This is an optimization exercise on Yosys and OpenROAD, whose aim is small area and a short achievable clock period, not a production implementation.
RTL that was checked went through simulation tests only; none was proved equivalent to the original.
Function not checked in runs 1 and 2: the RTL went through the layout flow alone.
No run shown here takes its clock network from TritonCTS; it comes from the design's own scripts or RTL.
The clock port is modelled as an ideal driver, which makes a skipped or thinned clock tree look cheaper than it is; a real chip needs a root buffer or a tree.
Power and IR drop assume default switching activity.

File: design/flow/config.mk
export PLATFORM = sky130hd
export DESIGN_NAME = Router_Top_Level_1x3
export DESIGN_NICKNAME = Router_Top_Level_1x3
export VERILOG_FILES = /design/flow/design.v
export SDC_FILE = /design/flow/constraint.sdc
export NUM_CORES = 4
export LEC_CHECK = 0
export CAP_MARGIN = 20
export CORE_MARGIN = 2
export CORE_UTILIZATION = 55
export PLACE_DENSITY = 0.65
export SETUP_SLACK_MARGIN = 3.2
export SLEW_MARGIN = 20
export SYNTH_HIERARCHICAL = 1
export SYNTH_MINIMUM_KEEP_SIZE = 0
File: design/flow/flow/cts_hook.tcl
proc cell_out { master } {
  foreach mt [$master getMTerms] {
    if {[$mt getIoType] eq "OUTPUT"} { return [$mt getName] }
  }
}
proc build_clock_tree { rows cols leaf_master root_master } {
  set db [ord::get_db]
  set block [ord::get_db_block]
  set clk [$block findNet clock]
  set sinks {}
  foreach it [$clk getITerms] {
    set bb [[$it getInst] getBBox]
    lappend sinks [list $it [expr {([$bb xMin] + [$bb xMax]) / 2}] [expr {([$bb yMin] + [$bb yMax]) / 2}]]
  }
  set n [llength $sinks]
  set lm [$db findMaster $leaf_master]
  set rm [$db findMaster $root_master]
  set lo [cell_out $lm]
  set ro [cell_out $rm]
  set nroot [expr {($rows > 1 ? 2 : 1) * ($cols > 1 ? 2 : 1)}]
  for {set q 0} {$q < $nroot} {incr q} {
    set rootnet($q) [odb::dbNet_create $block clknet_root_$q]
    $rootnet($q) setSigType CLOCK
    set qx($q) 0; set qy($q) 0; set qn($q) 0
  }
  set sinks [lsort -integer -index 2 $sinks]
  set i 0
  for {set r 0} {$r < $rows} {incr r} {
    set row [lsort -integer -index 1 [lrange $sinks [expr {$r * $n / $rows}] [expr {($r + 1) * $n / $rows - 1}]]]
    set m [llength $row]
    for {set c 0} {$c < $cols} {incr c} {
      set g [lrange $row [expr {$c * $m / $cols}] [expr {($c + 1) * $m / $cols - 1}]]
      set gx 0; set gy 0
      foreach s $g { incr gx [lindex $s 1]; incr gy [lindex $s 2] }
      set gx [expr {$gx / [llength $g]}]
      set gy [expr {$gy / [llength $g]}]
      set q [expr {($rows > 1 && $r >= $rows / 2 ? 2 : 0) + ($cols > 1 && $c >= $cols / 2 ? 1 : 0)}]
      if {$nroot == 2 && $rows == 1} { set q [expr {$c >= $cols / 2}] }
      incr qx($q) $gx; incr qy($q) $gy; incr qn($q)
      set buf [odb::dbInst_create $block $lm clkbuf_leaf_$i]
      set net [odb::dbNet_create $block clknet_leaf_$i]
      $net setSigType CLOCK
      $buf setLocation [expr {$gx - [$lm getWidth] / 2}] [expr {$gy - [$lm getHeight] / 2}]
      $buf setPlacementStatus PLACED
      [$buf findITerm A] connect $rootnet($q)
      [$buf findITerm $lo] connect $net
      foreach s $g {
        set it [lindex $s 0]
        $it disconnect
        $it connect $net
      }
      incr i
    }
  }
  for {set q 0} {$q < $nroot} {incr q} {
    set root [odb::dbInst_create $block $rm clkbuf_root_$q]
    set cx [expr {$qx($q) / $qn($q)}]; set cy [expr {$qy($q) / $qn($q)}]
    $root setLocation [expr {$cx - [$rm getWidth] / 2}] [expr {$cy - [$rm getHeight] / 2}]
    $root setPlacementStatus PLACED
    [$root findITerm A] connect $clk
    [$root findITerm $ro] connect $rootnet($q)
  }
  puts "clock tree: $n sinks, $i leaves, $nroot roots"
}

# Sourced by ORFS cts.tcl as PRE_CTS_TCL: the clock tree is built by
# build_clock_tree above in place of TritonCTS; the rest of cts.tcl (legalizing,
# timing repair) runs unchanged. The tree has no inverter that
# repair_clock_inverters should clone, so that step is skipped.
rename repair_clock_inverters orfs_repair_clock_inverters
proc repair_clock_inverters { args } {}
rename clock_tree_synthesis orfs_clock_tree_synthesis
proc clock_tree_synthesis { args } {
  build_clock_tree 4 6 sky130_fd_sc_hd__clkinv_8 sky130_fd_sc_hd__clkinv_16
  set_propagated_clock [all_clocks]
}
File: design/flow/design.v
`timescale 1ns / 1ps
module FIFO_Project(clk, resetn, soft_reset, read_enb, write_enb, data_in,
                    data_out, valid, full);
input clk, resetn, soft_reset, read_enb, write_enb;
input [7:0] data_in;
output reg [7:0] data_out;
output reg valid;    
output reg full;
reg [7:0] fifo [0:15];
reg [3:0] last;      
wire clr = !resetn || soft_reset;
wire wr  = write_enb && !full;
wire rd  = read_enb && valid;
integer k;
always @(posedge clk)
    if (wr) begin
        fifo[0] <= data_in;
        for (k = 1; k < 16; k = k + 1)
            fifo[k] <= fifo[k - 1];
    end
wire [7:0] rdata;
FIFO_Read_Mux read_mux(.d({fifo[15], fifo[14], fifo[13], fifo[12], fifo[11], fifo[10], fifo[9], fifo[8],
                          fifo[7], fifo[6], fifo[5], fifo[4], fifo[3], fifo[2], fifo[1], fifo[0]}),
                       .sel(last), .q(rdata));
always @(posedge clk)
    if (clr)
        data_out <= 8'd0;
    else if (rd)
        data_out <= rdata;
wire [3:0] last_rd   = wr ? last : (last == 4'd0 ? 4'd0 : last - 4'd1);
wire [3:0] last_nord = (wr && valid) ? last + 4'd1 : last;
wire [3:0] last_next;
FIFO_Pick4 pick_last(.clr(clr), .sel(read_enb && valid), .a(last_rd), .b(last_nord), .q(last_next));
always @(posedge clk)
    last <= last_next;
always @(posedge clk) begin
    valid <= !clr && (wr || (valid && !(read_enb && last == 4'd0)));
    full  <= !clr && !(read_enb && valid) && (wr ? (valid && last == 4'd14) : full);
end
endmodule
module FIFO_Read_Mux(input [127:0] d, input [3:0] sel, output [7:0] q);
assign q = d[8*sel +: 8];
endmodule
module FIFO_Pick4(input clr, input sel, input [3:0] a, input [3:0] b, output [3:0] q);
assign q = clr ? 4'd0 : sel ? a : b;
endmodule
`timescale 1ns / 1ps
module Synchronizer_Project(clk, resetn, valid, read_enb, soft_reset);
input clk, resetn, valid, read_enb;
output reg soft_reset;
reg [4:0] cnt;
always @(posedge clk)
    if (!resetn || !valid || read_enb) begin
        cnt <= 5'd0;
        soft_reset <= 1'b0;
    end else if (cnt == 5'b11000) begin
        cnt <= 5'd0;
        soft_reset <= 1'b1;
    end else begin
        cnt <= {cnt[3:0], ~(cnt[4] ^ cnt[2])};
        soft_reset <= 1'b0;
    end
endmodule
`timescale 1ns / 1ps
module FSM_Project(clk, resetn, soft_reset, pkt_valid, addr_in, empty_in,
                   fifo_full, parity_done, low_pkt_valid, addr,
                   detect_add, lfd_state, ld_state, lp_state, cpe_state,
                   full_state, laf_state, busy, write_enb);
input clk, resetn, soft_reset, pkt_valid;
input [1:0] addr_in;
input [2:0] empty_in;
input fifo_full, parity_done, low_pkt_valid;
output reg [1:0] addr;
output detect_add, lfd_state, ld_state, lp_state, cpe_state, full_state, laf_state;
output reg busy;
output reg [2:0] write_enb;    
reg s_da, s_lfd, s_ld, s_lp, s_cpe, s_ffs, s_laf, s_wte;
wire [3:0] empty4 = {1'b0, empty_in};
wire hdr_ok     = pkt_valid && (addr_in != 2'd3);
wire hdr_empty  = empty4[addr_in];
wire addr_empty = empty4[addr];
wire clr = !resetn || soft_reset;
wire n_da  = clr || (s_da && !hdr_ok) || (s_cpe && !fifo_full) || (s_laf && parity_done);
wire n_lfd = !clr && ((s_da && hdr_ok && hdr_empty) || (s_wte && addr_empty));
wire n_wte = !clr && ((s_da && hdr_ok && !hdr_empty) || (s_wte && !addr_empty));
wire n_ld  = !clr && (s_lfd || (s_ld && !fifo_full && pkt_valid) ||
                      (s_laf && !parity_done && !low_pkt_valid));
wire n_lp  = !clr && ((s_ld && !fifo_full && !pkt_valid) ||
                      (s_laf && !parity_done && low_pkt_valid));
wire n_cpe = !clr && s_lp;
wire n_ffs = !clr && ((s_ld || s_cpe || s_ffs) && fifo_full);
wire n_laf = !clr && s_ffs && !fifo_full;
wire n_busy = !clr && ((s_da && hdr_ok) || (s_ld && (fifo_full || !pkt_valid)) ||
                       s_lp || s_ffs || s_wte || (s_cpe && fifo_full) ||
                       (s_laf && !parity_done && low_pkt_valid));
wire [1:0] n_addr = s_da ? addr_in : addr;
wire n_we = n_ld || n_lp || n_laf;
always @(posedge clk) begin
    s_da  <= n_da;
    s_lfd <= n_lfd;
    s_wte <= n_wte;
    s_ld  <= n_ld;
    s_lp  <= n_lp;
    s_cpe <= n_cpe;
    s_ffs <= n_ffs;
    s_laf <= n_laf;
    busy  <= n_busy;
    write_enb <= {3{n_we}} & {addr == 2'd2, addr == 2'd1, addr == 2'd0};
end
always @(posedge clk)
    addr <= n_addr;
assign detect_add = s_da;
assign lfd_state  = s_lfd;
assign ld_state   = s_ld;
assign lp_state   = s_lp;
assign cpe_state  = s_cpe;
assign full_state = s_ffs;
assign laf_state  = s_laf;
endmodule
`timescale 1ns / 1ps
module Register_Project(input clk, resetn, pkt_valid,
                        input [7:0] data_in,
                        input fifo_full, detect_add, ld_state, laf_state, lfd_state, cpe_state,
                        output reg err, parity_done, low_pkt_valid,
                        output reg [7:0] data_out);
reg [7:0] fifo_full_state_byte, internal_parity, packet_parity_byte;
always @(posedge clk)
    if (!resetn)
        parity_done <= 1'b0;
    else if (ld_state && !fifo_full && !pkt_valid)
        parity_done <= 1'b1;
    else if (laf_state && low_pkt_valid && !parity_done)
        parity_done <= 1'b1;
    else if (detect_add)
        parity_done <= 1'b0;
always @(posedge clk)
    if (!resetn)
        low_pkt_valid <= 1'b0;
    else if (ld_state && !pkt_valid)
        low_pkt_valid <= 1'b1;
    else if (cpe_state)
        low_pkt_valid <= 1'b0;
always @(posedge clk)
    if (ld_state && fifo_full)
        fifo_full_state_byte <= data_in;
always @(posedge clk)
    if (detect_add || (ld_state && !fifo_full))
        data_out <= data_in;
    else if (laf_state)
        data_out <= fifo_full_state_byte;
always @(posedge clk)
    if (lfd_state)
        internal_parity <= data_out;
    else if (ld_state && pkt_valid)
        internal_parity <= internal_parity ^ data_in;
    else if (detect_add)
        internal_parity <= 8'd0;
always @(posedge clk)
    if (ld_state && !pkt_valid)
        packet_parity_byte <= data_in;
always @(posedge clk)
    if (!resetn)
        err <= 1'b0;
    else if (parity_done)
        err <= internal_parity != packet_parity_byte;
endmodule
`timescale 1ns / 1ps
module Router_Top_Level_1x3(clock,resetn,read_enb_0,read_enb_1,read_enb_2,data_in,pkt_valid,data_out_0,data_out_1,data_out_2,valid_out_0,valid_out_1,valid_out_2,error,busy);
input clock,resetn,read_enb_0,read_enb_1,read_enb_2,pkt_valid;
input [7:0] data_in;
output valid_out_0,valid_out_1,valid_out_2,error,busy;
output [7:0] data_out_0,data_out_1,data_out_2;
wire [2:0] soft_reset, valid, full, read_enb;
wire [7:0] reg_out;
wire [1:0] addr;
wire detect_add, lfd_state, ld_state, lp_state, cpe_state, full_state, laf_state;
wire parity_done, low_pkt_valid;
assign read_enb = {read_enb_2, read_enb_1, read_enb_0};
assign valid_out_0 = valid[0];
assign valid_out_1 = valid[1];
assign valid_out_2 = valid[2];
wire [3:0] full4 = {1'b0, full};
wire fifo_full = full4[addr];
wire [2:0] write_enb;
FIFO_Project fifo_0(.clk(clock), .resetn(resetn), .soft_reset(soft_reset[0]),
                    .read_enb(read_enb_0), .write_enb(write_enb[0]), .data_in(reg_out),
                    .data_out(data_out_0), .valid(valid[0]), .full(full[0]));
FIFO_Project fifo_1(.clk(clock), .resetn(resetn), .soft_reset(soft_reset[1]),
                    .read_enb(read_enb_1), .write_enb(write_enb[1]), .data_in(reg_out),
                    .data_out(data_out_1), .valid(valid[1]), .full(full[1]));
FIFO_Project fifo_2(.clk(clock), .resetn(resetn), .soft_reset(soft_reset[2]),
                    .read_enb(read_enb_2), .write_enb(write_enb[2]), .data_in(reg_out),
                    .data_out(data_out_2), .valid(valid[2]), .full(full[2]));
Synchronizer_Project sync_0(.clk(clock), .resetn(resetn), .valid(valid[0]),
                            .read_enb(read_enb_0), .soft_reset(soft_reset[0]));
Synchronizer_Project sync_1(.clk(clock), .resetn(resetn), .valid(valid[1]),
                            .read_enb(read_enb_1), .soft_reset(soft_reset[1]));
Synchronizer_Project sync_2(.clk(clock), .resetn(resetn), .valid(valid[2]),
                            .read_enb(read_enb_2), .soft_reset(soft_reset[2]));
FSM_Project fsm0(.clk(clock), .resetn(resetn), .soft_reset(|soft_reset),
                 .pkt_valid(pkt_valid), .addr_in(data_in[1:0]), .empty_in(~valid),
                 .fifo_full(fifo_full), .parity_done(parity_done), .low_pkt_valid(low_pkt_valid),
                 .addr(addr), .detect_add(detect_add), .lfd_state(lfd_state), .ld_state(ld_state),
                 .lp_state(lp_state), .cpe_state(cpe_state), .full_state(full_state),
                 .laf_state(laf_state), .busy(busy), .write_enb(write_enb));
Register_Project register(.clk(clock), .resetn(resetn), .pkt_valid(pkt_valid), .data_in(data_in),
                          .fifo_full(fifo_full), .detect_add(detect_add), .ld_state(ld_state),
                          .laf_state(laf_state), .lfd_state(lfd_state), .cpe_state(cpe_state),
                          .err(error), .parity_done(parity_done), .low_pkt_valid(low_pkt_valid),
                          .data_out(reg_out));
endmodule
File: design/flow/standard.sh
#!/bin/bash
# synth_recipe.tcl (not shown) runs the flow's synth.tcl, then flattens the netlist and writes it again
# the make line also repeats each setting of config.mk as NAME=value (left out here)
make -C /OpenROAD-flow-scripts/flow DESIGN_CONFIG=/design/flow/config.mk WORK_HOME=/design/flow/orfs CLKGATE_MAP_FILE= SYNTH_SCRIPT=/design/flow/synth_recipe.tcl "${@:-finish}"
File: design/flow/flow/run.sh
#!/bin/bash
# Standard ORFS layout, except that the clock tree is a hand-built two-level
# inverter tree (flow/cts_hook.tcl) instead of TritonCTS's buffer H-tree.
set -euo pipefail
work=$(pwd)
bash standard.sh PRE_CTS_TCL="$work/flow/cts_hook.tcl" finish > "$work/standard.log" 2>&1
File: design/flow/constraint.sdc
create_clock -name core_clock -period 5.0 [get_ports {clock}]
set_input_delay 1.0000 -clock core_clock [delete_from_list [all_inputs] [get_ports {clock}]]
set_output_delay 1.0000 -clock core_clock [all_outputs]
set_load 0.01 [all_outputs]
==> results by group, run 1 <==
Layout
  – Share of cells above drive strength 1: 0.260
  – Most frequent cells in the layout: edfxtp_1 (418), nand2_1 (87), mux4_2 (58)
  – Final Net Count: 1,167
  – Most common cell after layout, fill and taps aside: edfxtp_1
  – P&R area growth vs syn: 10.5%
  – Ant diodes: 0

Synthesis
  – Top cell type's share of synthesized area: 0.646
  – Top_reg_cell synth: edfxtp_1
  – Top cells by area, synth: edfxtp_1 (65%), dfxtp_1 (7.7%), mux4_2 (6.3%)
  – Synth Area per Inst: 18.6 um^2
  – Ys async rst share: 0
  – Synth area leader: edfxtp_1
  – Synth Register Bits: 493
  – Sequential-to-total area share from yosys stat: 0.723
  – Synth Net Count: 1,074
  – Post-Syn Instances: 1,048
  – Mapped Area: 19,400 um^2
  – Number of synthesized flops with an enable pin: 418
  – Ys Warns: 11
  – Synth cell types: 59

Pwr
  – Worst vdd ir: 0.189 mV
  – Clk pwr share: 0.256
  – Sw Ratio: 0.236
  – PD cells: 293 nW/um^2
  – Sequential power share: 0.721
  – Logic pwr share: 0.023
  – Internal power: 0.00481 W
  – Switch Pwr: 0.00149 W
  – Lkg Pwr: 6.93 nW

Worst setup path
  – Reg-to-Reg Start: fsm0.addr[1]$_DFFE_PP_
  – Worst path slowest cell: edfxtp_1
  – FF-to-FF path depth: 6
  – WS Path Type: reg2reg
  – Worst reg2reg setup slack: 3.19 ns
  – Worst stage delay on the critical path: 0.43 ns
  – Req. time, crit path: 4.95 ns
  – Worst Setup End Kind: register
  – Worst Path Max Fanout: 7
  – CP Data Arrival Time: 1.76 ns
  – Startpoint types: register
  – Critical Path, Cell by Cell: mux2i_1, o22ai_2, inv_2, a21oi_4, buf_12, mux2_4
  – Worst Setup SP: fsm0.addr[1]$_DFFE_PP_
  – Reg-to-reg endpoint: register.data_out[5]$_DFFE_PP_

Global routing
  – Overflow after GRT: 0
  – Vias in the first global route: 9,273
  – Maximum number of pins on one net before global-route repair: 137
  – Global Route Usage Sum: 0.186
  – Initial antenna violation count: 0
  – First-pass GRT wire length: 53,700 um

Route
  – Wire per inst: 21.8 um
  – Starting DRT DRC Count: 717
  – Routed vias/inst: 5.93
  – Pre-Repair DR Iteration Count: 5
  – Final wirelength: 34,700 um
  – DR DRC count: 0
  – Routed Antenna Nets: 0
  – DR vias: 9,448

Floorplanning
  – Area of the die: 36,900 um^2
  – Ports: 43
  – Area of the core: 34,700 um^2
  – Die Span Y: 192 um
  – Initial Util: 0.560
  – FP Rows: 68
  – Die span in x: 192 um

Worst hold path
  – Hold path cells: 0
  – Class of the worst hold path: reg2reg
  – Worst Hold Endpoint: fifo_1.fifo[10][2]$_DFFE_PP_
  – Hold_sp: fifo_1.fifo[9][2]$_DFFE_PP_

STA
  – Tightest Pin Transition: 0.639 ns
  – Final-report max-slew violation count: 0
  – Final Hold Violating Endpoints: 0
  – Fin Setup TNS: 0 ns
  – Clock skew: 0.0129 ns
  – Setup violations, final: 0
  – Min Tclk post-route: 1.81 ns
  – RSZ-0062 raised after global routing: true
  – Max frequency: 554 MHz
  – Max transition margin: 0.573
  – Tcrit/Tclk final: 0.361
  – Hold slack: 0.438 ns

Placed design
  – Routability cong.: 0.764
  – Buffers on Ports: 42
  – DP Wirelength: 20,000 um

Clock tree
  – Clock-pin transition on the worst setup and hold timing paths: 0.08 ns
  – Clock latency (worst-skew pair): 0.21 ns

Status
  – Status: timing/DRC/antenna clean

Flow run
  – Max cap viols: 0
critical path, delay by kind of cell, from the launching register on:
kind            cells  cell delay (ns)
mux                 2             0.46
flops               1             0.43
buf+inv             2             0.23
compound gates      2             0.43
what timing repair did:
| item | in CTS | in global routing |
|---|---|---|
| setup buffers | 18 | 28 |
| setup endpoints to repair | 144 | 71 |
| cloned | 3 | 3 |
| resized for setup | 190 | 70 |
| pin swaps | 2 | 3 |
| hold buffers | 0 | 0 |
| endpoints found under the hold margin | 0 | 0 |
registers in the layout, indices dropped and copies added (netlist names), 2 cells and up:
name	count
sync_0.cnt	5
register.packet_parity_byte	8
sync_1.cnt	5
sync_2.cnt	5
register.internal_parity	8
fifo_0.last	4
register.data_out	8
fifo_2.last	4
fifo_2.data_out	8
fifo_0.data_out	8
fsm0.write_enb	3
fifo_0.fifo	128
fifo_1.last	4
fifo_1.data_out	8
register.fifo_full_state_byte	8
fifo_2.fifo	128
fifo_1.fifo	128
fsm0.addr	2
per-module statistics from Yosys, one instance, submodules excluded:
module / cells inside / times used / flip-flops and latches
FIFO_Read_Mux: 70 / 3 / 0
FIFO_Project: 203 / 3 / 142
Router_Top_Level_1x3: 7 / 1 / 0
Register_Project: 95 / 1 / 35
FIFO_Pick4: 9 / 3 / 0
Synchronizer_Project: 15 / 3 / 6
FSM_Project: 55 / 1 / 14
stage by stage:
step	util	power, W	cells	instance area [um^2]	setup slack, ns
floorplan	-	0.00470	1048	19500	3.21
global placement	0.582	0.00477	1514	20200	2.27
detailed placement	0.582	0.00477	1514	20200	2.22
CTS	0.610	0.00637	1563	21200	3.18
global route	0.619	0.00652	1594	21500	3.15
finish	0.619	0.00630	1594	21500	3.19
logic make-up after synthesis:
| kind of cell | Yosys count | synth area share |
|---|---|---|
| buffers and inverters | 58 | 0.0194 |
| and+or+nand+nor | 211 | 0.0597 |
| adders and majority gates | 12 | 0.00772 |
| AOI/OAI and AO/OA | 121 | 0.0427 |
| DFF | 493 | 0.723 |
| muxes | 125 | 0.135 |
| xor gates and xnor gates | 28 | 0.0126 |
how the worst max path moves through the flow:
stage / to / slack, ns
after floorplan: register.data_out[0]$_DFFE_PP_ / 3.21
final: register.data_out[5]$_DFFE_PP_ / 3.19
after global placement: fifo_1.valid$_DFF_P_ / 2.27
after CTS: register.data_out[5]$_DFFE_PP_ / 3.18
after detailed placement: fifo_1.valid$_DFF_P_ / 2.22
after global routing: fifo_2.data_out[1]$_SDFFE_PN0P_ / 3.15
synthesized netlist by cell type (all sizes together), types with 9 or more instances:
cell	count
edfxtp	418
mux4	96
nand2	93
dfxtp	75
a22oi	48
a21oi	30
nor2	25
buf	22
inv	21
xnor2	21
o21ai	19
and2	18
mux2i	15
mux2	14
ha	12
and3	10
nand2b	10
clkdlybuf4s25	9
nand3	9
metal layers:
metal	GRT usage	part of all wire	vias to the layer above
li1	-	-	4346
met1	0.293	0.48	4900
met2	0.295	0.47	167
met3	0.0153	0.032	35
met4	0.0267	0.017	0
met5	0	0	-
power groups by stage:
stage / Sequential (W) / Clock, W / Combinational (W)
3_3_place_gp: 0.00464 / 0 / 0.000129
2_1_floorplan: 0.00461 / 0 / 0.0000882
6_report: 0.00454 / 0.00161 / 0.000147
4_1_cts: 0.00454 / 0.00168 / 0.000144
5_1_grt: 0.00455 / 0.00181 / 0.000160
3_5_place_dp: 0.00464 / 0 / 0.000131
area by class of cell:
cell class,instances,area (um^2)
fill,2513,13200
inverter,49,679
multi-input combinational,497,5180
sequential,493,14100
tap,455,569
timing repair buffer,97,918
timing repair inverter,3,31.3
==> run 2: changes to the inputs <==
--- a/design/flow/config.mk
+++ b/design/flow/config.mk
@@ -10,5 +10,5 @@
 export CORE_UTILIZATION = 55
 export PLACE_DENSITY = 0.65
-export SETUP_SLACK_MARGIN = 3.2
+export SETUP_SLACK_MARGIN = 3.1
 export SLEW_MARGIN = 20
 export SYNTH_HIERARCHICAL = 1
==> run 2 against run 1 <==
  * Routed wire length shrank 4.9%
  * Die area is the same
  * Global-route usage shrank 0.72 points
  * First-iteration DRC count grew 7.0%
  * Worst setup slack lost 0.066 ns
  * Clock power is essentially flat
  * Register-to-register slack lost 0.05 ns
  * Critical path type is now reg2out
  * Largest power group unchanged
==> results by group, run 2 <==
Worst setup path
  – FF-to-FF path depth: 6 (unchanged)
  – Worst path slowest cell: dfxtp_1
  – Worst Path Max Fanout: 2 (-5)
  – Reg-to-reg endpoint: register.data_out[2]$_DFFE_PP_
  – Startpoint types: register
  – Worst Setup End Kind: primary output
  – Worst stage delay on the critical path: 0.39 ns (-0.04 ns)
  – WS Path Type: reg2out
  – CP Data Arrival Time: 0.87 ns (-0.89 ns)
  – Critical Path, Cell by Cell: dlygate4sd2_1
  – Worst Setup SP: fifo_1.data_out[7]$_SDFFE_PN0P_
  – Req. time, crit path: 4.00 ns (-0.95 ns)
  – Largest delay contributor family on the critical path: flip-flops
  – Reg-to-Reg Start: fsm0.addr[1]$_DFFE_PP_
  – Worst Setup EP: data_out_1[7]
  – Critical path buffer and inverter count: 1 (-1)
  – Crit path depth: 1 (-5)
  – Worst reg2reg setup slack: 3.14 ns (-0.05 ns)

Synthesis
  – Synth Area per Inst: 18.6 um^2 (unchanged)
  – Mapped Area: 19,400 um^2 (unchanged)
  – Ys Warns: 11 (unchanged)
  – Post-synth top cells: edfxtp_1 (418), nand2_1 (87), dfxtp_1 (75)
  – Synth area leader: edfxtp_1
  – Top cells by area, synth: edfxtp_1 (65%), dfxtp_1 (7.7%), mux4_2 (6.3%)
  – Most common cell in the netlist: edfxtp_1
  – Number of synthesized flops with an enable pin: 418 (unchanged)
  – Synth cell types: 59 (unchanged)
  – Top cell type's share of synthesized area: 0.646 (unchanged)
  – Top_reg_cell synth: edfxtp_1
  – Sequential-to-total area share from yosys stat: 0.723 (unchanged)
  – Post-Syn Instances: 1,048 (unchanged)
  – Synth Net Count: 1,074 (unchanged)
  – Synth Register Bits: 493 (unchanged)
  – Ys async rst share: 0 (unchanged)

STA
  – Tightest Pin Transition: 0.725 ns (+0.0853 ns)
  – Final Hold Violating Endpoints: 0 (unchanged)
  – Tcrit/Tclk final: 0.374 (+0.0132)
  – Setup violations, final: 0 (unchanged)
  – Hold slack: 0.439 ns (+0.000657 ns)
  – Max transition margin: 0.515 (-0.0582)
  – Fin Setup TNS: 0 ns (unchanged)
  – Final-report max-slew violation count: 0 (unchanged)
  – Min Tclk post-route: 1.87 ns (+0.0662 ns)
  – Max frequency: 534 MHz (-3.5%)
  – Clock skew: 0.0120 ns (-0.000891 ns)
  – RSZ-0062 raised after global routing: true

Pwr
  – PD cells: 299 nW/um^2 (+1.9%)
  – Lkg Pwr: 6.74 nW (-2.8%)
  – Worst vdd ir: 0.229 mV (+21%)
  – Tot Pwr: 0.00628 W (-0.28%)

Layout
  – Most frequent cells in the layout: edfxtp_1 (418), nand2_1 (87), dfxtp_1 (59)
  – P&R area growth vs syn: 8.16%
  – Share of cells above drive strength 1: 0.175 (-0.0845)
  – Most common cell after layout, fill and taps aside: edfxtp_1
  – Biggest regs: fifo_0.fifo x128, fifo_1.fifo x128, fifo_2.fifo x128
  – Final Net Count: 1,134 (-2.8%)
  – Non-Filler Instances: 1,562 (-2.0%)
  – Fin util: 0.606 (-0.0132)

Floorplanning
  – FP Rows: 68 (unchanged)
  – Area of the die: 36,900 um^2 (unchanged)
  – Die span in x: 192 um (unchanged)
  – Die Span Y: 192 um (unchanged)
  – Ports: 43 (unchanged)
  – Initial Util: 0.560 (unchanged)
  – Area of the core: 34,700 um^2 (unchanged)

Worst hold path
  – Class of the worst hold path: reg2reg

Flow run
  – Max cap viols: 0 (unchanged)

Clock tree
  – Clock-pin transition on the worst setup and hold timing paths: 0.08 ns (about the same)
  – Clock latency (worst-skew pair): 0.20 ns (about the same)
  – Hold_buf cts: 0 (unchanged)

Route
  – DR DRC count: 0 (unchanged)
  – Wire per inst: 21.1 um (-2.9%)
  – Final wirelength: 33,000 um (-4.9%)
  – Routed vias/inst: 5.97 (+0.69%)
  – Pre-Repair DR Iteration Count: 5 (unchanged)
  – DR vias: 9,322 (-1.3%)
  – Routed Antenna Nets: 0 (unchanged)
  – Starting DRT DRC Count: 767 (+7.0%)

Placed design
  – Routability cong.: 0.748 (-2.1%)
  – DP Wirelength: 20,000 um (+0.11%)
  – Buffers on Ports: 42 (unchanged)
  – Placed cell count: 1,515 (+0.066%)

Global routing
  – Maximum number of pins on one net before global-route repair: 137 (unchanged)
  – Overflow after GRT: 0 (unchanged)
  – First-pass GRT wire length: 52,100 um (-2.9%)
  – Initial antenna violation count: 2 (+2)
  – Global Route Usage Sum: 0.179 (-0.00717)
  – Vias in the first global route: 9,156 (-1.3%)

Status
  – Status: timing/DRC/antenna clean
run 2: final cells by class:
cell class	count	area, um^2
antenna	1	2.50
fill	2534	13700
inverter	49	637
multi-input combinational	497	5060
sequential	493	14100
tap	455	569
timing repair buffer	67	668
run 2: kinds of logic (layout without fill, tap and decap cells):
family          count (synthesis)  after routing  synth area share
compound gates                121            121            0.0427
fa+ha+maj                      12             12           0.00772
xor+xnor                       28             28            0.0126
buf+inv                        58            116            0.0194
other cells                     0              1                 0
flops                         493            493             0.723
mux                           125            125             0.135
simple gates                  211            211            0.0597
run 2: layer usage:
layer,part of all wire,GRT usage,vias up,wire (um)
met3,0.041,0.0205,26,1360
met4,0.016,0.0279,0,512
li1,-,-,4290,-
met1,0.48,0.285,4832,15800
met2,0.47,0.275,174,15400
met5,0,0,-,0
run 2: repair_timing:
| item | in CTS | in global routing |
|---|---|---|
| cloned | 0 | 1 |
| setup endpoints to repair | 211 | 130 |
| buffers inserted | 13 | 4 |
| pin swaps | 2 | 1 |
| gates resized for setup | 97 | 27 |
run 2: how the worst min path moves through the flow:
stage | slack [ns] | to | cells past startpoint | startpoint
6_report | 0.44 | fifo_1.fifo[15][3]$_DFFE_PP_ | 0 | fifo_1.fifo[14][3]$_DFFE_PP_
5_1_grt | 0.45 | fifo_0.fifo[6][0]$_DFFE_PP_ | 0 | fifo_0.fifo[5][0]$_DFFE_PP_
3_3_place_gp | 0.42 | fifo_0.fifo[3][7]$_DFFE_PP_ | 0 | fifo_0.fifo[2][7]$_DFFE_PP_
4_1_cts | 0.44 | fifo_0.fifo[2][2]$_DFFE_PP_ | 0 | fifo_0.fifo[1][2]$_DFFE_PP_
2_1_floorplan | 0.42 | fifo_0.fifo[10][2]$_DFFE_PP_ | 0 | fifo_0.fifo[9][2]$_DFFE_PP_
3_5_place_dp | 0.42 | fifo_2.fifo[2][2]$_DFFE_PP_ | 0 | fifo_2.fifo[1][2]$_DFFE_PP_
run 2: power by group:
group	internal [W]	switching [W]
logic	0.0000572	0.0000783
registers	0.00448	0.0000556
clock network	0.000267	0.00134
run 2: metrics by stage:
step / area (um^2) / setup WS (ns)
floorplan: 19500 / 3.12
global placement: 20200 / 2.27
detailed placement: 20200 / 2.22
CTS: 21000 / 3.00
global route: 21000 / 3.08
finish: 21000 / 3.13
run 2: Yosys stat by module (local to each module, per instance):
module / flip-flops and latches / times used / cells inside / area [um^2]
Register_Project: 35 / 1 / 95 / 1450
Synchronizer_Project: 6 / 3 / 15 / 195
FIFO_Project: 142 / 3 / 203 / 4500
FIFO_Pick4: 0 / 3 / 9 / 60.1
Router_Top_Level_1x3: 0 / 1 / 7 / 37.5
FSM_Project: 14 / 1 / 55 / 584
FIFO_Read_Mux: 0 / 3 / 70 / 1030
==> run 3: changes to the inputs <==
--- a/design/flow/design.v
+++ b/design/flow/design.v
@@ -1,5 +1,5 @@
 `timescale 1ns / 1ps
 module FIFO_Project(clk, resetn, soft_reset, read_enb, write_enb, data_in,
-                    data_out, valid, full);
+                    data_out, valid, full, full_next);
 input clk, resetn, soft_reset, read_enb, write_enb;
 input [7:0] data_in;
@@ -7,4 +7,5 @@
 output reg valid;    
 output reg full;
+output full_next;
 reg [7:0] fifo [0:15];
 reg [3:0] last;      
@@ -34,7 +35,8 @@
 always @(posedge clk)
     last <= last_next;
+assign full_next = !clr && !(read_enb && valid) && (wr ? (valid && last == 4'd14) : full);
 always @(posedge clk) begin
     valid <= !clr && (wr || (valid && !(read_enb && last == 4'd0)));
-    full  <= !clr && !(read_enb && valid) && (wr ? (valid && last == 4'd14) : full);
+    full  <= full_next;
 end
 endmodule
@@ -180,16 +182,22 @@
 assign valid_out_1 = valid[1];
 assign valid_out_2 = valid[2];
-wire [3:0] full4 = {1'b0, full};
-wire fifo_full = full4[addr];
+wire [2:0] full_next;
+wire [3:0] full_next4 = {1'b0, full_next};
+reg fifo_full;
+always @(posedge clock)
+    fifo_full <= full_next4[addr];
 wire [2:0] write_enb;
 FIFO_Project fifo_0(.clk(clock), .resetn(resetn), .soft_reset(soft_reset[0]),
                     .read_enb(read_enb_0), .write_enb(write_enb[0]), .data_in(reg_out),
-                    .data_out(data_out_0), .valid(valid[0]), .full(full[0]));
+                    .data_out(data_out_0), .valid(valid[0]), .full(full[0]),
+                    .full_next(full_next[0]));
 FIFO_Project fifo_1(.clk(clock), .resetn(resetn), .soft_reset(soft_reset[1]),
                     .read_enb(read_enb_1), .write_enb(write_enb[1]), .data_in(reg_out),
-                    .data_out(data_out_1), .valid(valid[1]), .full(full[1]));
+                    .data_out(data_out_1), .valid(valid[1]), .full(full[1]),
+                    .full_next(full_next[1]));
 FIFO_Project fifo_2(.clk(clock), .resetn(resetn), .soft_reset(soft_reset[2]),
                     .read_enb(read_enb_2), .write_enb(write_enb[2]), .data_in(reg_out),
-                    .data_out(data_out_2), .valid(valid[2]), .full(full[2]));
+                    .data_out(data_out_2), .valid(valid[2]), .full(full[2]),
+                    .full_next(full_next[2]));
 Synchronizer_Project sync_0(.clk(clock), .resetn(resetn), .valid(valid[0]),
                             .read_enb(read_enb_0), .soft_reset(soft_reset[0]));
==> design/flow/flow/run.sh (replaced) <==
#!/bin/bash
# Standard ORFS layout, except that the clock tree is a hand-built two-level
# inverter tree (flow/cts_hook.tcl) instead of TritonCTS's buffer H-tree, and
# the port buffers start as buf_4 instead of the smallest buffer.
set -euo pipefail
work=$(pwd)
bash standard.sh PRE_CTS_TCL="$work/flow/cts_hook.tcl" \
  BUFFER_PORTS_ARGS="-buffer_cell sky130_fd_sc_hd__buf_4" finish > "$work/standard.log" 2>&1
--- a/design/flow/config.mk
+++ b/design/flow/config.mk
@@ -10,5 +10,5 @@
 export CORE_UTILIZATION = 55
 export PLACE_DENSITY = 0.65
-export SETUP_SLACK_MARGIN = 3.1
+export SETUP_SLACK_MARGIN = 3.2
 export SLEW_MARGIN = 20
 export SYNTH_HIERARCHICAL = 1
==> run 3 against run 2 <==
  * Design area rose by 2.3%
  * Via count rose by 2.2%
  * Routed wire length rose by 7.4%
  * Synthesized area rose by 0.12%
  * Synthesized cell count barely moved
  * Sequential cell count rose by 1
  * Worst setup slack improved by 0.094 ns
  * Critical path type is now in2reg
  * Largest cell class unchanged
  * Highest routed layer is now met5
==> results by group, run 3 <==
Layout
  – Most common cell after layout, fill and taps aside: edfxtp_1
  – P&R area growth vs syn: 10.5%
  – Ant diodes: 0 (-1)
  – Post-route cell area: 21,500 um^2 (+2.3%)
  – Filler cell count: 2,476 (-2.3%)
  – Area of the multi-input gates: 5140 um^2 (+1.6%)
  – Final Net Count: 1,160 (+2.3%)
  – Biggest regs: fifo_0.fifo x128, fifo_1.fifo x128, fifo_2.fifo x128
  – Share of cells above drive strength 1: 0.230 (+0.0543)
  – Most frequent cells in the layout: edfxtp_1 (418), nand2_1 (85), dfxtp_1 (67)
  – Reg area: 14,100 um^2 (about the same)

STA
  – Hold slack: 0.441 ns (+0.00171 ns)
  – Max transition margin: 0.595 (+0.0800)
  – RSZ-0062 raised after global routing: true
  – Fin Setup TNS: 0 ns (unchanged)
  – Setup violations, final: 0 (unchanged)
  – Final Hold Violating Endpoints: 0 (unchanged)
  – Final-report max-slew violation count: 0 (unchanged)
  – Min Tclk post-route: 1.78 ns (-0.0939 ns)
  – Tightest Pin Transition: 0.607 ns (-0.117 ns)
  – Max frequency: 562 MHz (+5.3%)
  – Clock skew: 0.0188 ns (+0.00673 ns)
  – Tcrit/Tclk final: 0.356 (-0.0188)

Synthesis
  – Top cell type's share of synthesized area: 0.645 (-0.000747)
  – Largest family of logic cells by synthesized area: multiplexers
  – Top cells by area, synth: edfxtp_1 (64%), dfxtp_1 (7.8%), mux4_2 (6.2%)
  – Number of synthesized flops with an enable pin: 418 (unchanged)
  – Synth Area in XOR/XNOR: 0.0126 (-0.0000146)
  – Top_reg_cell synth: edfxtp_1
  – Post-Synth Simple-Gate Area: 0.0598 (+0.000124)
  – Synth Area per Inst: 18.6 um^2 (about the same)
  – Most common cell in the netlist: edfxtp_1
  – Ys Warns: 12 (+1)
  – Synth cell types: 59 (unchanged)
  – Mapped Area: 19,500 um^2 (+0.12%)
  – Ys async rst share: 0 (unchanged)
  – Mux cell area share after synthesis: 0.135 (-0.000156)
  – Synth area leader: edfxtp_1
  – Synthesized-area fraction occupied by adder cells: 0.00771 (-0.00000893)
  – Post-Syn Instances: 1,049 (+0.095%)
  – Post-synth top cells: edfxtp_1 (418), nand2_1 (86), dfxtp_1 (76)
  – Synth Net Count: 1,075 (+0.093%)
  – Synth Register Bits: 494 (+0.20%)
  – Sequential-to-total area share from yosys stat: 0.723 (about the same)
  – Synth Area in Compound Gates: 0.0426 (-0.000114)

Pwr
  – Lkg Pwr: 6.90 nW (+2.5%)
  – Worst vdd ir: 0.208 mV (-9.3%)
  – PD cells: 293 nW/um^2 (-2.0%)

Clock tree
  – Clock latency (worst-skew pair): 0.21 ns (about the same)
  – Clock-pin transition on the worst setup and hold timing paths: 0.08 ns (about the same)
  – Hold_buf cts: 0 (unchanged)

Global routing
  – Overflow after GRT: 0 (unchanged)
  – Maximum number of pins on one net before global-route repair: 137 (unchanged)
  – Vias in the first global route: 9,291 (+1.5%)
  – Global Route Usage Sum: 0.186 (+0.00719)
  – First-pass GRT wire length: 53,800 um (+3.2%)
  – Initial antenna violation count: 3 (+1)

Worst setup path
  – WS Path Type: in2reg
  – Worst Setup EP: fifo_full$_DFF_P_
  – Reg-to-Reg Start: fifo_2.last[0]$_DFF_P_
  – Worst Path Max Fanout: 13 (+11)
  – Worst Setup End Kind: register
  – CP Data Arrival Time: 1.86 ns (+0.99 ns)
  – Critical Path, Cell by Cell: buf_4, nand2_8, inv_4, nor3_4, mux2i_1, o21ai_0
  – Worst path slowest cell: inv_4
  – Req. time, crit path: 5.08 ns (+1.08 ns)
  – Reg-to-reg endpoint: fifo_2.data_out[5]$_SDFFE_PN0N_
  – FF-to-FF path depth: 8 (+2)
  – Worst reg2reg setup slack: 3.26 ns (+0.12 ns)
  – Startpoint types: primary input
  – Worst stage delay on the critical path: 0.22 ns (-0.17 ns)
  – Worst Setup SP: read_enb_0

Floorplanning
  – Area of the die: 36,900 um^2 (+0.11%)
  – Ports: 43 (unchanged)
  – Die Span Y: 192 um (about the same)
  – Die span in x: 192 um (about the same)
  – Initial Util: 0.561 (+0.000649)
  – FP Rows: 68 (unchanged)
  – Area of the core: 34,700 um^2 (unchanged)

Route
  – Routed vias/inst: 6.00 (+0.61%)
  – Final wirelength: 35,400 um (+7.4%)
  – Pre-Repair DR Iteration Count: 5 (unchanged)
  – Wire per inst: 22.3 um (+5.7%)
  – Starting DRT DRC Count: 834 (+8.7%)
  – Routed Antenna Nets: 0 (unchanged)
  – DR DRC count: 0 (unchanged)
  – DR vias: 9,529 (+2.2%)

Status
  – Status: timing/DRC/antenna clean

Placed design
  – Placed cell areas: 20,100 um^2 (-0.37%)
  – Buffers on Ports: 42 (unchanged)
  – Routability cong.: 0.745 (-0.39%)
  – DP Wirelength: 20,100 um (+0.55%)

Flow run
  – Max cap viols: 0 (unchanged)

Worst hold path
  – Class of the worst hold path: reg2reg
[run 3: cell count changes in the layout (fill, tap and decap cells not counted), moves of 6 or more]
cell,before,now
clkdlybuf4s50_1,6,0
a22oi_1,48,39
buf_4,13,66
a22oi_2,0,9
dfxtp_1,59,67
dfxtp_2,8,1
dlygate4sd2_1,25,0
[run 3: per-stage QoR]
step | utilization | worst slack (ns) | std cells | power (W)
final | 0.620 | 3.22 | 1587 | 0.00630
after global routing | 0.620 | 3.12 | 1587 | 0.00655
after CTS | 0.606 | 3.13 | 1562 | 0.00637
after detailed placement | 0.580 | 2.43 | 1516 | 0.00478
after global placement | 0.580 | 2.49 | 1516 | 0.00478
after floorplan | - | 3.21 | 1049 | 0.00470
[run 3: cells by family after synthesis]
| group | Yosys count |
|---|---|
| buffers and inverters | 58 |
| multiplexers | 125 |
| AND/OR/NAND/NOR | 211 |
| flip-flops | 494 |
| XOR/XNOR | 28 |
| adder cells (fa/ha/maj) | 12 |
| AO/OA/AOI/OAI | 121 |
[run 3: worst min path at each step]
| stage | to | depth (start not counted) | slack [ns] | start |
|---|---|---|---|---|
| after floorplan | fifo_0.fifo[10][2]$_DFFE_PP_ | 0 | 0.42 | fifo_0.fifo[9][2]$_DFFE_PP_ |
| after global placement | fifo_1.fifo[11][3]$_DFFE_PP_ | 0 | 0.42 | fifo_1.fifo[10][3]$_DFFE_PP_ |
| after detailed placement | fifo_2.fifo[6][3]$_DFFE_PP_ | 0 | 0.42 | fifo_2.fifo[5][3]$_DFFE_PP_ |
| after CTS | fifo_2.fifo[8][2]$_DFFE_PP_ | 0 | 0.44 | fifo_2.fifo[7][2]$_DFFE_PP_ |
| after global routing | fifo_2.fifo[8][2]$_DFFE_PP_ | 0 | 0.44 | fifo_2.fifo[7][2]$_DFFE_PP_ |
| final | fifo_2.fifo[8][2]$_DFFE_PP_ | 0 | 0.44 | fifo_2.fifo[7][2]$_DFFE_PP_ |
[run 3: what timing repair did]
item | CTS | global route
setup buffers | 15 | 17
setup endpoints to repair | 46 | 33
gates resized for setup | 45 | 40
pin swaps | 0 | 3
cloned | 3 | 8
[run 3: layout make-up]
cell class / count / area share
Tap cell: 455 / 0.0265
Multi-Input combinational cell: 497 / 0.239
Timing Repair Buffer: 89 / 0.0462
Inverter: 49 / 0.0309
Timing Repair inverter: 3 / 0.00157
Sequential cell: 494 / 0.656
[run 3: worst max-delay path: cells and delay by family]
kind                   cells  cell delay, ns
buffers and inverters      2            0.37
muxes                      1            0.20
and+or+nand+nor            2            0.18
AOI/OAI and AO/OA          1            0.10
[run 3: power by group]
group | internal [W] | leakage, nW | switching [W] | total [W]
logic | 0.0000548 | 2.27 | 0.0000803 | 0.000135
registers | 0.00449 | 4.42 | 0.0000593 | 0.00455
clock network | 0.000266 | 0.211 | 0.00134 | 0.00161
[run 3: modules after synthesis (local to each module, per instance)]
module,cells,flip-flops and latches,cell area (um^2),times used
FSM_Project,55,14,584,1
Router_Top_Level_1x3,8,1,60.1,1
FIFO_Project,203,142,4500,3
Register_Project,95,35,1450,1
Synchronizer_Project,15,6,195,3
FIFO_Read_Mux,70,0,1030,3
FIFO_Pick4,9,0,60.1,3
[run 3: per-layer routing]
metal | wire, um | GRT usage
met3 | 1780 | 0.0206
met4 | 674 | 0.0341
met1 | 16500 | 0.295
met5 | 14 | 0
met2 | 16500 | 0.285
==> run 4: changes to the inputs <==
--- a/design/flow/flow/cts_hook.tcl
+++ b/design/flow/flow/cts_hook.tcl
@@ -72,5 +72,5 @@
 rename clock_tree_synthesis orfs_clock_tree_synthesis
 proc clock_tree_synthesis { args } {
-  build_clock_tree 4 6 sky130_fd_sc_hd__clkinv_8 sky130_fd_sc_hd__clkinv_16
+  build_clock_tree 4 4 sky130_fd_sc_hd__clkinv_8 sky130_fd_sc_hd__clkinv_16
   set_propagated_clock [all_clocks]
 }
--- a/design/flow/config.mk
+++ b/design/flow/config.mk
@@ -10,5 +10,5 @@
 export CORE_UTILIZATION = 55
 export PLACE_DENSITY = 0.65
-export SETUP_SLACK_MARGIN = 3.2
+export SETUP_SLACK_MARGIN = 3.25
 export SLEW_MARGIN = 20
 export SYNTH_HIERARCHICAL = 1
==> run 4 against run 3 <==
  * Cell count shrank 0.50%
  * Die area is the same
  * Clock skew shrank 0.0012 ns
  * Design area shrank 0.38%
  * Worst setup slack gained 0.054 ns
  * Synthesized cell count is the same
  * Routed wire length shrank 2.3%
  * Register-to-register slack gained 0.03 ns
  * Critical path depth shrank 5
  * Largest power group unchanged
  * Power shrank 2.9%
==> results by group, run 4 <==
Status
  – Status: timing/DRC/antenna clean

Worst setup path
  – Critical path buffer and inverter count: 1 (-1)
  – WS Path Type: reg2out
  – Worst Path Max Fanout: 2 (-11)
  – Reg-to-Reg Start: fifo_1.last[0]$_DFF_P_
  – Worst Setup SP: fifo_2.valid$_DFF_P_
  – CP Data Arrival Time: 0.72 ns (-1.14 ns)
  – Startpoint types: register
  – Critical Path, Cell by Cell: buf_4
  – Largest delay contributor family on the critical path: flip-flops
  – Worst stage delay on the critical path: 0.38 ns (+0.16 ns)
  – Worst Setup End Kind: primary output
  – Worst path slowest cell: dfxtp_4
  – Req. time, crit path: 4.00 ns (-1.08 ns)

STA
  – Fin Setup TNS: 0 ns (unchanged)
  – Clock skew: 0.0176 ns (-0.00118 ns)
  – Hold slack: 0.445 ns (+0.00422 ns)
  – Min Tclk post-route: 1.72 ns (-0.0535 ns)
  – Final Hold Violating Endpoints: 0 (unchanged)
  – Setup violations, final: 0 (unchanged)
  – Final-report max-slew violation count: 0 (unchanged)
  – Max transition margin: 0.604 (+0.00876)
  – Tightest Pin Transition: 0.593 ns (-0.0140 ns)
  – Tcrit/Tclk final: 0.345 (-0.0107)
  – RSZ-0062 raised after global routing: true
  – Max frequency: 580 MHz (+3.1%)

Synthesis
  – Ys async rst share: 0 (unchanged)
  – Synth cell types: 59 (unchanged)
  – Synth Area in Compound Gates: 0.0426 (unchanged)
  – Top cells by area, synth: edfxtp_1 (64%), dfxtp_1 (7.8%), mux4_2 (6.2%)
  – Sequential-to-total area share from yosys stat: 0.723 (unchanged)
  – Number of synthesized flops with an enable pin: 418 (unchanged)
  – Largest family of logic cells by synthesized area: multiplexers
  – Post-Syn Instances: 1,049 (unchanged)
  – Mapped Area: 19,500 um^2 (unchanged)
  – Ys Warns: 12 (unchanged)
  – Top cell type's share of synthesized area: 0.645 (unchanged)
  – Mux cell area share after synthesis: 0.135 (unchanged)
  – Synthesized-area fraction occupied by adder cells: 0.00771 (unchanged)
  – Post-synth top cells: edfxtp_1 (418), nand2_1 (86), dfxtp_1 (76)
  – Synth Area per Inst: 18.6 um^2 (unchanged)
  – Synth Area in XOR/XNOR: 0.0126 (unchanged)
  – Most common cell in the netlist: edfxtp_1
  – Synth Net Count: 1,075 (unchanged)
  – Synth Register Bits: 494 (unchanged)
  – Synth area leader: edfxtp_1
  – Top_reg_cell synth: edfxtp_1
  – Post-Synth Simple-Gate Area: 0.0598 (unchanged)

Global routing
  – Initial antenna violation count: 0 (-3)
  – Vias in the first global route: 9,146 (-1.6%)
  – GR met2 Demand/Resource: 0.278 (-0.00719)
  – Overflow after GRT: 0 (unchanged)
  – Most crowded layer after global routing: met1
  – First-pass GRT wire length: 52,500 um (-2.3%)
  – Maximum number of pins on one net before global-route repair: 137 (unchanged)
  – M1 GR Usage: 0.292 (-0.00328)
  – Grt met3 use: 0.0139 (-0.00676)
  – Global Route Usage Sum: 0.180 (-0.00594)

Route
  – Wire per inst: 21.9 um (-1.8%)
  – DR vias: 9,509 (-0.21%)
  – Routed vias/inst: 6.02 (+0.30%)
  – Routed Antenna Nets: 0 (unchanged)
  – Final wirelength: 34,600 um (-2.3%)
  – DR DRC count: 0 (unchanged)
  – Pre-Repair DR Iteration Count: 7 (+2)
  – Starting DRT DRC Count: 789 (-5.4%)

Layout
  – Most common cell after layout, fill and taps aside: edfxtp_1
  – Ant diodes: 0 (unchanged)
  – Final Net Count: 1,152 (-0.69%)
  – P&R area growth vs syn: 10.1%
  – Most frequent cells in the layout: edfxtp_1 (418), nand2_1 (86), buf_4 (68)
  – Share of cells above drive strength 1: 0.253 (+0.0230)
  – Biggest regs: fifo_0.fifo x128, fifo_1.fifo x128, fifo_2.fifo x128

Worst hold path
  – Class of the worst hold path: reg2reg
  – Hold_sp: fifo_0.fifo[12][3]$_DFFE_PP_

Floorplanning
  – Area of the core: 34,700 um^2 (unchanged)
  – Ports: 43 (unchanged)
  – Initial Util: 0.561 (unchanged)
  – Die Span Y: 192 um (unchanged)
  – FP Rows: 68 (unchanged)
  – Die span in x: 192 um (unchanged)
  – Area of the die: 36,900 um^2 (unchanged)

Placed design
  – Buffers on Ports: 42 (unchanged)
  – DP Wirelength: 20,100 um (+0.20%)
  – Routability cong.: 0.738 (-0.90%)

Pwr
  – Lkg Pwr: 6.80 nW (-1.4%)
  – Worst vdd ir: 0.222 mV (+6.7%)
  – Tot Pwr: 0.00612 W (-2.9%)
  – PD cells: 285 nW/um^2 (-2.5%)

Clock tree
  – Clock-pin transition on the worst setup and hold timing paths: 0.11 ns (+0.03 ns)
  – Clock latency (worst-skew pair): 0.20 ns (about the same)

Flow run
  – Max cap viols: 0 (unchanged)
run 4: cell counts after synthesis:
Identical to the previous run, type by type.
run 4: cell families after synthesis:
logic type | after synthesis
buffers and inverters | 58
AND/OR/NAND/NOR | 211
multiplexers | 125
XOR/XNOR | 28
adder cells (fa/ha/maj) | 12
AO/OA/AOI/OAI | 121
flip-flops | 494
run 4: power breakdown:
part | switching (W) | internal, W
clock network | 0.00121 | 0.000215
registers | 0.0000555 | 0.00449
logic | 0.0000855 | 0.0000605
total | 0.00135 | 0.00477
run 4: per-layer routing:
metal  wire length [um]  vias to the layer above
li1                   -                     4303
met1              16700                     5000
met2              16100                      178
met3               1310                       28
met4                524                        0
met5                  0                        -
run 4: final timing paths:
path,end,slack [ns],cells after the start
setup / recovery,valid_out_2,3.28,1
hold / removal,fifo_0.fifo[13][3]$_DFFE_PP_,0.44,0
setup reg to reg,fifo_1.data_out[3]$_SDFFE_PN0N_,3.29,6
hold reg to reg,fifo_0.fifo[13][3]$_DFFE_PP_,0.44,0
run 4: modules after synthesis, one instance, submodules excluded:
| module | cells inside | area [um^2] |
|---|---|---|
| Synchronizer_Project | 15 | 195 |
| Register_Project | 95 | 1450 |
| FIFO_Read_Mux | 70 | 1030 |
| FIFO_Pick4 | 9 | 60.1 |
| Router_Top_Level_1x3 | 8 | 60.1 |
| FIFO_Project | 203 | 4500 |
| FSM_Project | 55 | 584 |
run 4: area by class of cell:
type / instances / area, um^2
flip-flops and latches: 494 / 14100
fillers: 2470 / 13300
multi-input cells: 497 / 5270
repair buffers: 88 / 900
well taps: 455 / 569
inverters: 41 / 536
repair inverters: 4 / 45.0
run 4: timing repair:
item / CTS / global route
cloned: 0 / 8
hold buffers: 0 / 0
pin swaps: 1 / 10
setup endpoints to repair: 56 / 49
resized for setup: 54 / 76
buffers inserted: 15 / 21
run 4: per-stage QoR:
| step | worst slack, ns | area (um^2) | util | std cells |
|---|---|---|---|---|
| final | 3.28 | 21400 | 0.617 | 1579 |
| after detailed placement | 2.48 | 20100 | 0.580 | 1515 |
| after floorplan | 3.25 | 19500 | - | 1049 |
| after global placement | 2.52 | 20100 | 0.580 | 1515 |
| after CTS | 3.19 | 20800 | 0.601 | 1550 |
| after global routing | 3.17 | 21400 | 0.617 | 1579 |
==> run 5: changes to the inputs <==
--- a/design/flow/config.mk
+++ b/design/flow/config.mk
@@ -8,6 +8,6 @@
 export CAP_MARGIN = 20
 export CORE_MARGIN = 2
-export CORE_UTILIZATION = 55
-export PLACE_DENSITY = 0.65
+export CORE_UTILIZATION = 65
+export PLACE_DENSITY = 0.75
 export SETUP_SLACK_MARGIN = 3.25
 export SLEW_MARGIN = 20
==> run 5 against run 4 <==
  * Cell count down 3.6%
  * Utilization increased by 11 points
  * Worst setup slack gained 0.00076 ns
  * Largest power group unchanged
  * Still clean on timing, DRC and antenna
  * Design area hardly changed
  * Critical endpoint is now data_out_1[0]
  * Routed wire length rose by 1.7%
  * Sequential power about the same
==> results by group, run 5 <==
Status
  – Status: timing/DRC/antenna clean

Route
  – DR DRC count: 0 (unchanged)
  – Routed vias/inst: 6.38 (+6.0%)
  – Wire per inst: 23.1 um (+5.5%)
  – DR vias: 9,712 (+2.1%)
  – Final wirelength: 35,200 um (+1.7%)
  – Pre-Repair DR Iteration Count: 5 (-2)
  – Starting DRT DRC Count: 964 (+22%)
  – Routed Antenna Nets: 0 (unchanged)

Synthesis
  – Top_reg_cell synth: edfxtp_1
  – Mapped Area: 19,500 um^2 (unchanged)
  – Synth Net Count: 1,075 (unchanged)
  – Ys async rst share: 0 (unchanged)
  – Synth Register Bits: 494 (unchanged)
  – Synth cell types: 59 (unchanged)
  – Synth Area per Inst: 18.6 um^2 (unchanged)
  – Post-Syn Instances: 1,049 (unchanged)
  – Ys Warns: 12 (unchanged)
  – Top cell type's share of synthesized area: 0.645 (unchanged)
  – Number of synthesized flops with an enable pin: 418 (unchanged)
  – Post-synth top cells: edfxtp_1 (418), nand2_1 (86), dfxtp_1 (76)
  – Synth area leader: edfxtp_1
  – Sequential-to-total area share from yosys stat: 0.723 (unchanged)
  – Most common cell in the netlist: edfxtp_1
  – Top cells by area, synth: edfxtp_1 (64%), dfxtp_1 (7.8%), mux4_2 (6.2%)

Layout
  – Most common cell after layout, fill and taps aside: edfxtp_1
  – Reg area: 14,100 um^2 (unchanged)
  – Most frequent cells in the layout: edfxtp_1 (418), nand2_1 (86), buf_4 (69)
  – Final Net Count: 1,160 (+0.69%)
  – Ant diodes: 0 (unchanged)
  – P&R area growth vs syn: 10.2% (about the same)
  – Share of cells above drive strength 1: 0.253 (about the same)
  – Fin util: 0.725 (+0.108)
  – Filler cell count: 1,776 (-28%)
  – Area of the multi-input gates: 5230 um^2 (-0.62%)
  – Biggest regs: fifo_0.fifo x128, fifo_1.fifo x128, fifo_2.fifo x128

Worst setup path
  – Worst stage delay on the critical path: 0.39 ns (about the same)
  – Startpoint types: register
  – Worst path slowest cell: dfxtp_1
  – CP Data Arrival Time: 0.72 ns (about the same)
  – Worst Path Max Fanout: 2 (unchanged)
  – Largest delay contributor family on the critical path: flip-flops
  – Critical Path, Cell by Cell: buf_4
  – WS Path Type: reg2out
  – Worst reg2reg setup slack: 3.29 ns (about the same)
  – Req. time, crit path: 4.00 ns (about the same)
  – Worst Setup End Kind: primary output
  – Critical path buffer and inverter count: 1 (unchanged)

Floorplanning
  – Initial Util: 0.659 (+0.0978)
  – Area of the die: 31,300 um^2 (-15%)
  – Die span in x: 177 um (-7.8%)
  – Die Span Y: 177 um (-7.8%)
  – FP Rows: 63 (-7.4%)
  – Area of the core: 29,600 um^2 (-15%)
  – Ports: 43 (unchanged)

Global routing
  – Overflow after GRT: 0 (unchanged)
  – Global Route Usage Sum: 0.211 (+0.0310)
  – Maximum number of pins on one net before global-route repair: 137 (unchanged)
  – First-pass GRT wire length: 52,000 um (-1.0%)
  – Initial antenna violation count: 0 (unchanged)
  – Vias in the first global route: 9,027 (-1.3%)

STA
  – Tightest Pin Transition: 0.628 ns (+0.0347 ns)
  – Final-report max-slew violation count: 0 (unchanged)
  – Max frequency: 580 MHz (about the same)
  – Tcrit/Tclk final: 0.345 (about the same)
  – Clock skew: 0.0126 ns (-0.00502 ns)
  – Final Hold Violating Endpoints: 0 (unchanged)
  – Setup violations, final: 0 (unchanged)
  – Fin worst setup slack: 3.28 ns (+0.000760 ns)
  – Min Tclk post-route: 1.72 ns (-0.000760 ns)
  – Max transition margin: 0.581 (-0.0231)
  – Fin Setup TNS: 0 ns (unchanged)
  – RSZ-0062 raised after global routing: true

Worst hold path
  – Class of the worst hold path: reg2reg

Pwr
  – Logic pwr share: 0.024 (about the same)
  – Switch Pwr: 0.00135 W (+0.11%)
  – Clk pwr share: 0.232 (about the same)
  – Tot Pwr: 0.00612 W (about the same)
  – Worst vdd ir: 0.249 mV (+12%)
  – Sequential power share: 0.743 (about the same)
  – Internal power: 0.00477 W (about the same)
  – Lkg Pwr: 6.85 nW (+0.75%)
  – PD cells: 285 nW/um^2 (about the same)
  – Sw Ratio: 0.221 (about the same)

Clock tree
  – Clock-pin transition on the worst setup and hold timing paths: 0.11 ns (about the same)
  – Clock latency (worst-skew pair): 0.19 ns (about the same)
  – Hold_buf cts: 0 (unchanged)

Flow run
  – Max cap viols: 0 (unchanged)

Placed design
  – Buffers on Ports: 42 (unchanged)
  – DP Wirelength: 20,000 um (-0.86%)
  – Routability cong.: 0.799 (+8.3%)
  – Dpl ws: 2.52 ns (+0.0377 ns)
-- run 5: path summary, 6_finish.rpt --
check,from,endpoint,cells past startpoint
hold / removal,fifo_0.fifo[3][5]$_DFFE_PP_,fifo_0.fifo[4][5]$_DFFE_PP_,0
setup reg to reg,fifo_1.last[0]$_DFF_P_,fifo_1.data_out[1]$_SDFFE_PN0N_,6
hold reg to reg,fifo_0.fifo[3][5]$_DFFE_PP_,fifo_0.fifo[4][5]$_DFFE_PP_,0
setup / recovery,fifo_1.data_out[0]$_SDFFE_PN0N_,data_out_1[0],1
-- run 5: power by group through the flow --
| stage | logic (W) | registers (W) | clock network (W) |
|---|---|---|---|
| global placement | 0.000126 | 0.00465 | 0 |
| floorplan | 0.0000879 | 0.00462 | 0 |
| global route | 0.000161 | 0.00456 | 0.00160 |
| CTS | 0.000134 | 0.00455 | 0.00147 |
| finish | 0.000149 | 0.00455 | 0.00142 |
| detailed placement | 0.000128 | 0.00465 | 0 |
-- run 5: timing repair --
item,in CTS,in global routing
gates cloned,1,13
buffers inserted,15,23
endpoints found under the setup margin,47,48
pin swaps,0,7
gates resized for setup,56,68
-- run 5: per-layer routing --
metal	vias up	routed length (um)	track usage
li1	4325	-	-
met1	5040	16100	0.343
met2	314	16800	0.324
met3	33	1920	0.0230
met4	0	432	0.0289
met5	-	0	0
-- run 5: area by class of cell --
| class | count | share of cell area |
|---|---|---|
| Inverter | 41 | 0.0257 |
| Multi-Input combinational cell | 497 | 0.244 |
| Sequential cell | 494 | 0.658 |
| Tap cell | 390 | 0.0228 |
| Timing Repair Buffer | 94 | 0.0463 |
| Timing Repair inverter | 6 | 0.00315 |
-- run 5: cell families (layout without fill, tap and decap cells) --
| group | after synthesis | after routing | synth area share |
|---|---|---|---|
| simple gates | 211 | 211 | 0.0598 |
| xor+xnor | 28 | 28 | 0.0126 |
| buf+inv | 58 | 141 | 0.0193 |
| mux | 125 | 125 | 0.135 |
| compound gates | 121 | 121 | 0.0426 |
| fa+ha+maj | 12 | 12 | 0.00771 |
| flops | 494 | 494 | 0.723 |
-- run 5: per-module statistics from Yosys, one instance, submodules excluded --
| module | area, um^2 | cells inside | flip-flops and latches |
|---|---|---|---|
| FSM_Project | 584 | 55 | 14 |
| FIFO_Read_Mux | 1030 | 70 | 0 |
| Synchronizer_Project | 195 | 15 | 6 |
| Router_Top_Level_1x3 | 60.1 | 8 | 1 |
| FIFO_Project | 4500 | 203 | 142 |
| FIFO_Pick4 | 60.1 | 9 | 0 |
| Register_Project | 1450 | 95 | 35 |
-- run 5: per-stage QoR --
step           hold WS (ns)  cell area [um^2]  instances
2_1_floorplan         0.417             19500       1049
3_3_place_gp          0.421             20000       1450
3_5_place_dp          0.423             20000       1450
4_1_cts               0.450             20800       1486
5_1_grt               0.460             21400       1522
6_report              0.446             21400       1522

static timing again, ports no longer ideal:
The results above use ideal ports. As a check the final layouts listed here were re-extracted and re-timed, cells and wires unchanged.
Step 1: set_driving_cell puts a clkbuf_16 on clock and a buf_2 on each other input, an assumption about the parent block.
Step 2, shift: input delay + t, output delay - t, t = (earliest + latest rising clock arrival at the registers) / 2. This alone moves slack from input paths to output paths.
a / b / c = ideal / step 1 / step 2; a / b = the first two.
run	shift t [ns]	slack for setup (ns)	slew at the worst register clock pin (ns)
run 1	0.437	3.194 / 2.983 / 3.051	0.08 / 0.08
run 2	0.436	3.128 / 2.890 / 2.942	0.08 / 0.08
run 3	0.441	3.222 / 2.987 / 2.994	0.08 / 0.09
run 4	0.419	3.276 / 3.045 / 3.094	0.11 / 0.11
run 5	0.422	3.276 / 3.039 / 3.065	0.11 / 0.11
After both steps every run listed still meets setup and hold. For run 3, which loses most, drivers alone change the setup slack by -0.235 ns; drivers and shift together by -0.228 ns.
